What follows belongs to an exercise in optimizing a design on an open flow for small area; a production flow would make more cautious choices.
In this exercise RTL edits were held to simulation tests only and were not proved equivalent to the original.
No activity file was given, so power comes from the tool's default toggle rates.

==> inputs of ember <==
==> flow/design.v <==
module rf_nand2(input a, input b, output y);
    assign y = ~(a & b);
endmodule
module rf_o21ai(input a1, input a2, input b1, output y);
    assign y = ~((a1 | a2) & b1);
endmodule
module rf_aoi222(input a0, input b0, input a1, input b1, input a2, input b2, output y);
    assign y = ~((a0 & b0) | (a1 & b1) | (a2 & b2));
endmodule
module rf_nand11(input [10:0] a, output y);
    assign y = ~&a;
endmodule
module rf_rdbit(input [30:0] q, input [30:0] s, output y);
    wire [10:0] t;
    genvar g;
    generate
        for (g = 0; g < 10; g = g + 1) begin : a
            rf_aoi222 u(.a0(q[3*g]), .b0(s[3*g]), .a1(q[3*g+1]), .b1(s[3*g+1]),
                        .a2(q[3*g+2]), .b2(s[3*g+2]), .y(t[g]));
        end
    endgenerate
    rf_nand2 u_l(.a(q[30]), .b(s[30]), .y(t[10]));
    rf_nand11 u_o(.a(t), .y(y));
endmodule
module regs(
    input [31:0] Wt_data,
    input [30:0] nwe,            
    input [30:0] sel1, sel2,     
    input [32*31-1:0] q,         
    output [32*31-1:0] d,        
    output [31:0] Rs1_data, Rs2_data
    );
    wire [31:0] nwd = ~Wt_data;
    wire [30:0] qcol [0:31];
    genvar i, j;
    generate
        for (i = 0; i < 31; i = i + 1) begin : r
            for (j = 0; j < 32; j = j + 1) begin : b
                wire n;
                rf_nand2 u_n(.a(nwe[i]), .b(q[32*i+j]), .y(n));
                rf_o21ai u_o(.a1(nwe[i]), .a2(nwd[j]), .b1(n), .y(d[32*i+j]));
                assign qcol[j][i] = q[32*i+j];
            end
        end
        for (j = 0; j < 32; j = j + 1) begin : c
            rf_rdbit u_r1(.q(qcol[j]), .s(sel1), .y(Rs1_data[j]));
            rf_rdbit u_r2(.q(qcol[j]), .s(sel2), .y(Rs2_data[j]));
        end
    endgenerate
endmodule
module Pipeline_CPU(
        input clk,
        input rst,
        input [31:0] Data_in,
        input [31:0] inst_in,
        output wire MemRW,
        output wire [31:0] PC_out,
        output [31:0] Addr_out,
        output [31:0] Data_out,
        output [31:0] PC_IF_debug,
        output [31:0] PC_ID_debug,
        output [31:0] PC_EX_debug,
        output [31:0] PC_MEM_debug,
        output [31:0] inst_IF_debug,
        output [31:0] inst_ID_debug,
        output MemRW_EX_debug,
        output MemRW_MEM_debug,
        output [31:0] wb_data_debug
    );
    reg [31:2] PC_IF;
    reg [31:0] inst_IFID;
    reg [2:0] v;
    always @(posedge clk or posedge rst) begin
        if (rst) begin
            PC_IF <= 0;
            inst_IFID <= 0;
            v <= 0;
        end else begin
            PC_IF <= PC_IF + 1'b1;
            inst_IFID <= inst_in;
            v <= {v[1:0], 1'b1};
        end
    end
    wire [1:0] a_id = {1'b0, v[0]};
    wire [1:0] a_ex = {v[1], v[0] & ~v[1]};
    wire [1:0] a_mem = {v[1], (v[0] & ~v[1]) | v[2]};
    wire [2:0] l_id = {1'b0, PC_IF[3:2]} - {1'b0, a_id};
    wire [2:0] l_ex = {1'b0, PC_IF[3:2]} - {1'b0, a_ex};
    wire [2:0] l_mem = {1'b0, PC_IF[3:2]} - {1'b0, a_mem};
    wire [31:4] z;       
    assign z[4] = 1'b1;
    genvar k;
    generate
        for (k = 5; k < 32; k = k + 1) begin : zc
            assign z[k] = z[k-1] & ~PC_IF[k-1];
        end
    endgenerate
    wire [31:2] PC_ID = {PC_IF[31:4] ^ (z & {28{l_id[2]}}), l_id[1:0]};
    wire [31:2] PC_EX = {PC_IF[31:4] ^ (z & {28{l_ex[2]}}), l_ex[1:0]};
    wire [31:2] PC_MEM = {PC_IF[31:4] ^ (z & {28{l_mem[2]}}), l_mem[1:0]};
    wire [4:0] opcode = inst_IFID[6:2];
    wire [2:0] funct3 = inst_IFID[14:12];
    wire rd_nz = |inst_IFID[11:7];
    reg [2:0] rop, alu_op_w;
    reg alusrc_w, imms_w, we_w, load_w, jal_w, store_w;
    always @(*) begin
        case (funct3)
            3'b000: rop = {2'b00, inst_IFID[30]};
            3'b001, 3'b011: rop = 3'b000;
            default: rop = funct3;
        endcase
        alu_op_w = 3'b000;
        alusrc_w = 0;
        imms_w = 0;
        we_w = 0;
        load_w = 0;
        jal_w = 0;
        store_w = 0;
        case (opcode)
            5'b01100: begin alu_op_w = rop; we_w = rd_nz; end
            5'b00100: begin alu_op_w = rop; alusrc_w = 1; we_w = rd_nz; end
            5'b00000: begin alusrc_w = 1; we_w = rd_nz; load_w = 1; end
            5'b01000: begin alusrc_w = 1; imms_w = 1; store_w = 1; end
            5'b11000: alu_op_w = 3'b001;
            5'b11011: begin we_w = rd_nz; jal_w = 1; end
            default: ;
        endcase
    end
    reg [2:0] alu_op_IDEX;
    reg alusrc_IDEX, we_IDEX, load_IDEX, jal_IDEX, MemRW_IDEX;
    reg imms_IDEX;
    reg [11:0] hi_IDEX;      
    reg [4:0] rs1_IDEX;
    reg [4:0] rd_IDEX;
    always @(posedge clk or posedge rst) begin
        if (rst) begin
            alu_op_IDEX <= 0;
            alusrc_IDEX <= 0;
            we_IDEX <= 0;
            load_IDEX <= 0;
            jal_IDEX <= 0;
            MemRW_IDEX <= 0;
        end else begin
            alu_op_IDEX <= alu_op_w;
            alusrc_IDEX <= alusrc_w;
            we_IDEX <= we_w;
            load_IDEX <= load_w;
            jal_IDEX <= jal_w;
            MemRW_IDEX <= store_w;
        end
    end
    always @(posedge clk) begin
        imms_IDEX <= imms_w;
        hi_IDEX <= inst_IFID[31:20];
        rs1_IDEX <= inst_IFID[19:15];
        rd_IDEX <= inst_IFID[11:7];
    end
    wire [31:0] rs1_data, rs2_data;
    reg [31:0] wb_data;
    reg [4:0] rd_MEMWB;
    reg we_MEMWB;
    reg [32*31-1:0] rf_q;
    reg [31:1] rf_valid;
    wire [32*31-1:0] rf_d;
    wire [30:0] rf_nwe, rf_sel1, rf_sel2;
    generate
        for (k = 1; k < 32; k = k + 1) begin : rsel
            assign rf_nwe[k-1] = ~(we_MEMWB && (rd_MEMWB == k));
            assign rf_sel1[k-1] = rf_valid[k] && (rs1_IDEX == k);
            assign rf_sel2[k-1] = rf_valid[k] && (hi_IDEX[4:0] == k);
        end
    endgenerate
    always @(posedge clk)
        rf_q <= rf_d;
    always @(posedge clk or posedge rst) begin
        if (rst)
            rf_valid <= 0;
        else
            rf_valid <= rf_valid | ~rf_nwe;
    end
    regs regfile(
        .Wt_data(wb_data),
        .nwe(rf_nwe),
        .sel1(rf_sel1),
        .sel2(rf_sel2),
        .q(rf_q),
        .d(rf_d),
        .Rs1_data(rs1_data),
        .Rs2_data(rs2_data)
    );
    wire [31:0] A = rs1_data;
    wire [31:0] imm = {{20{hi_IDEX[11]}}, hi_IDEX[11:5], imms_IDEX ? rd_IDEX : hi_IDEX[4:0]};
    wire [31:0] B = alusrc_IDEX ? imm : rs2_data;
    wire sub = (alu_op_IDEX == 3'b001) | (alu_op_IDEX == 3'b010);
    wire is_arith = (alu_op_IDEX == 3'b000) | (alu_op_IDEX == 3'b001) | (alu_op_IDEX == 3'b011);
    wire is_sltu = (alu_op_IDEX == 3'b010);
    wire use_p = (alu_op_IDEX == 3'b100) | (alu_op_IDEX == 3'b110);
    wire use_g = (alu_op_IDEX == 3'b111) | (alu_op_IDEX == 3'b110);
    wire is_srl = (alu_op_IDEX == 3'b101) & ~|B[31:5];
    wire [31:0] bx = B ^ {32{sub}};
    wire [31:0] p = A ^ bx;
    wire [31:0] g = A & bx;
    reg [31:0] G, P;
    integer l, i;
    always @(*) begin
        G = g;
        P = p;
        G[0] = g[0] | (p[0] & sub);
        for (l = 0; l < 5; l = l + 1)
            for (i = 0; i < 32; i = i + 1)
                if ((i + 1) % (2 << l) == 0) begin
                    G[i] = G[i] | (P[i] & G[i - (1 << l)]);
                    P[i] = P[i] & P[i - (1 << l)];
                end
        for (l = 3; l >= 0; l = l - 1)
            for (i = 0; i < 32; i = i + 1)
                if ((i + 1) % (2 << l) == (1 << l) && i >= (2 << l)) begin
                    G[i] = G[i] | (P[i] & G[i - (1 << l)]);
                    P[i] = P[i] & P[i - (1 << l)];
                end
    end
    wire [31:0] sum = p ^ {G[30:0], sub};
    wire [3:0] d1 = 4'b1 << B[1:0];
    wire [3:0] d2 = 4'b1 << B[3:2];
    wire [31:0] t1, t2;
    generate
        for (k = 0; k < 32; k = k + 1) begin : sh
            assign t1[k] = (A[k] & d1[0]) | ((k+1 < 32) ? A[(k+1)%32] & d1[1] : 1'b0)
                         | ((k+2 < 32) ? A[(k+2)%32] & d1[2] : 1'b0)
                         | ((k+3 < 32) ? A[(k+3)%32] & d1[3] : 1'b0);
            assign t2[k] = (t1[k] & d2[0]) | ((k+4 < 32) ? t1[(k+4)%32] & d2[1] : 1'b0)
                         | ((k+8 < 32) ? t1[(k+8)%32] & d2[2] : 1'b0)
                         | ((k+12 < 32) ? t1[(k+12)%32] & d2[3] : 1'b0);
        end
    endgenerate
    wire [31:0] s5 = B[4] ? {16'b0, t2[31:16]} : t2;
    wire [31:0] alu_res = (sum & {32{is_arith}}) | (p & {32{use_p}}) | (g & {32{use_g}})
                        | (s5 & {32{is_srl}}) | {31'b0, is_sltu & ~G[31]};
    reg [31:0] ALU_res_EXMEM;
    reg [31:0] rs2_data_EXMEM;
    reg we_EXMEM, load_EXMEM, jal_EXMEM, MemRW_EXMEM;
    reg [4:0] rd_EXMEM;
    always @(posedge clk or posedge rst) begin
        if (rst) begin
            ALU_res_EXMEM <= 0;
            rs2_data_EXMEM <= 0;
            we_EXMEM <= 0;
            load_EXMEM <= 0;
            jal_EXMEM <= 0;
            MemRW_EXMEM <= 0;
        end else begin
            ALU_res_EXMEM <= alu_res;
            rs2_data_EXMEM <= rs2_data;
            we_EXMEM <= we_IDEX;
            load_EXMEM <= load_IDEX;
            jal_EXMEM <= jal_IDEX;
            MemRW_EXMEM <= MemRW_IDEX;
        end
    end
    always @(posedge clk)
        rd_EXMEM <= rd_IDEX;
    wire s_mem = load_EXMEM;
    wire s_pc = ~load_EXMEM & jal_EXMEM;
    wire s_alu = ~load_EXMEM & ~jal_EXMEM;
    wire [31:0] wb_next = (Data_in & {32{s_mem}}) | ({PC_EX, 2'b00} & {32{s_pc}})
                        | (ALU_res_EXMEM & {32{s_alu}});
    always @(posedge clk or posedge rst) begin
        if (rst) begin
            wb_data <= 0;
            we_MEMWB <= 0;
        end else begin
            wb_data <= wb_next;
            we_MEMWB <= we_EXMEM;
        end
    end
    always @(posedge clk)
        rd_MEMWB <= rd_EXMEM;
    assign Addr_out = ALU_res_EXMEM;
    assign Data_out = rs2_data_EXMEM;
    assign MemRW = MemRW_EXMEM;
    assign PC_out = {PC_IF, 2'b00};
    assign PC_IF_debug = {PC_IF, 2'b00};
    assign PC_ID_debug = {PC_ID, 2'b00};
    assign PC_EX_debug = {PC_EX, 2'b00};
    assign PC_MEM_debug = {PC_MEM, 2'b00};
    assign inst_IF_debug = inst_in;
    assign inst_ID_debug = inst_IFID;
    assign MemRW_EX_debug = MemRW_IDEX;
    assign MemRW_MEM_debug = MemRW_EXMEM;
    assign wb_data_debug = wb_data;
endmodule
==> flow/flow/run.sh <==
#!/bin/bash
set -euo pipefail
bash standard.sh \
  'BUFFER_PORTS_ARGS=-buffer_cell sky130_fd_sc_hd__buf_1' \
  'CTS_ARGS=-sink_clustering_enable -repair_clock_nets -dont_use_dummy_load -buf_list {sky130_fd_sc_hd__clkbuf_8} -sink_clustering_size 16 -sink_clustering_max_diameter 80' \
  finish > flow_make.log 2>&1
==> flow/standard.sh <==
#!/bin/bash
# synth_recipe.tcl (not shown) runs the flow's synth.tcl, then flattens the netlist and writes it again
# the make line also repeats each setting of config.mk as NAME=value (left out here)
make -C /OpenROAD-flow-scripts/flow DESIGN_CONFIG=/design/flow/config.mk WORK_HOME=/design/flow/orfs CLKGATE_MAP_FILE= SYNTH_SCRIPT=/design/flow/synth_recipe.tcl "${@:-finish}"
==> flow/config.mk <==
export PLATFORM = sky130hd
export DESIGN_NAME = Pipeline_CPU
export DESIGN_NICKNAME = Pipeline_CPU
export VERILOG_FILES = /design/flow/design.v
export SDC_FILE = /design/flow/constraint.sdc
export NUM_CORES = 4
export LEC_CHECK = 0
export CAP_MARGIN = 20
export CORE_MARGIN = 2
export CORE_UTILIZATION = 45
export CTS_BUF_LIST = sky130_fd_sc_hd__clkbuf_8
export CTS_CLUSTER_DIAMETER = 80
export CTS_CLUSTER_SIZE = 16
export PLACE_DENSITY = 0.55
export SLEW_MARGIN = 20
export SYNTH_HIERARCHICAL = 1
==> flow/constraint.sdc <==
create_clock -name core_clock -period 8.0 [get_ports {clk}]
set_input_delay 1.6000 -clock core_clock [delete_from_list [all_inputs] [get_ports {clk}]]
set_output_delay 1.6000 -clock core_clock [all_outputs]
set_load 0.01 [all_outputs]
==> inputs of lagoon, as changes to ember <==
==> flow/run.sh (new file) <==
#!/bin/bash
# synth_recipe.tcl (not shown) runs the flow's synth.tcl, then flattens the netlist and writes it again
# the make line also repeats each setting of config.mk as NAME=value (left out here)
make -C /OpenROAD-flow-scripts/flow DESIGN_CONFIG=/design/flow/config.mk WORK_HOME=/design/flow/orfs CLKGATE_MAP_FILE= SYNTH_SCRIPT=/design/flow/synth_recipe.tcl finish
- CTS_CLUSTER_DIAMETER: 80 -> 60
removed: flow/flow/run.sh
removed: flow/standard.sh
==> qor summary <==
metric	lagoon	ember
Run status	no timing/DRC/antenna violations	no timing/DRC/antenna violations
Worst Path Required	8.67 ns	8.59 ns
Global placer's final weighted congestion	1.00	1.03
Transition time at the pin with the least slew margin	1.20 ns	1.35 ns
Areal power density over the cells	193 nW/um^2	185 nW/um^2
Switching Share	27.5%	27.2%
Share of the core filled with cells in the final layout	52.6%	49.3%
Worst-case headroom to the max-slew limit	19.8%	8.91%
Footprint of the multi-input gates	24,700 sq um	24,800 sq um
P_seq	6.61 mW	6.62 mW
Clock-net power	4.10 mW	3.02 mW
Met2 track demand over resource in global routing	56.2%	54.8%
Per-cell routed wire length	30.3 microns	30.1 microns
Clk slew on worst S/H paths	0.10 ns	0.11 ns
Cell with the largest stage delay on the worst path	sky130_fd_sc_hd__and3_1	sky130_fd_sc_hd__and3_2
Worst skew pair latency	0.85 ns	0.83 ns
Worst hold slack	0.335 ns	0.294 ns
Half-perimeter wire length after detailed placement	154 mm	149 mm

[port drivers added, routing unchanged]
Ports are ideal in the flow. The routed layouts listed here were re-timed in OpenROAD. Step 1, drivers: a clkbuf_16 drives clk and a buf_2 each remaining input, both assumed. Step 2 times the ports against the registers' clock, not the clock port: input delays grow and output delays shrink by t, the midpoint of the rising clock arrivals with the driver on. Slacks: ideal / step 1 / step 2; pairs: ideal / step 1.
run | t (ns) | slack for setup (ns) | worst setup path after step 2 | worst data-port slew with drivers (ns) | pins driven straight from the clock port
ember | 0.844 | 1.007 / 1.007 / 1.007 | register to register | 0.08 | 1
lagoon | 0.889 | 0.795 / 0.795 / 0.795 | register to register | 0.11 | 1
After both steps every run listed still meets setup and hold.
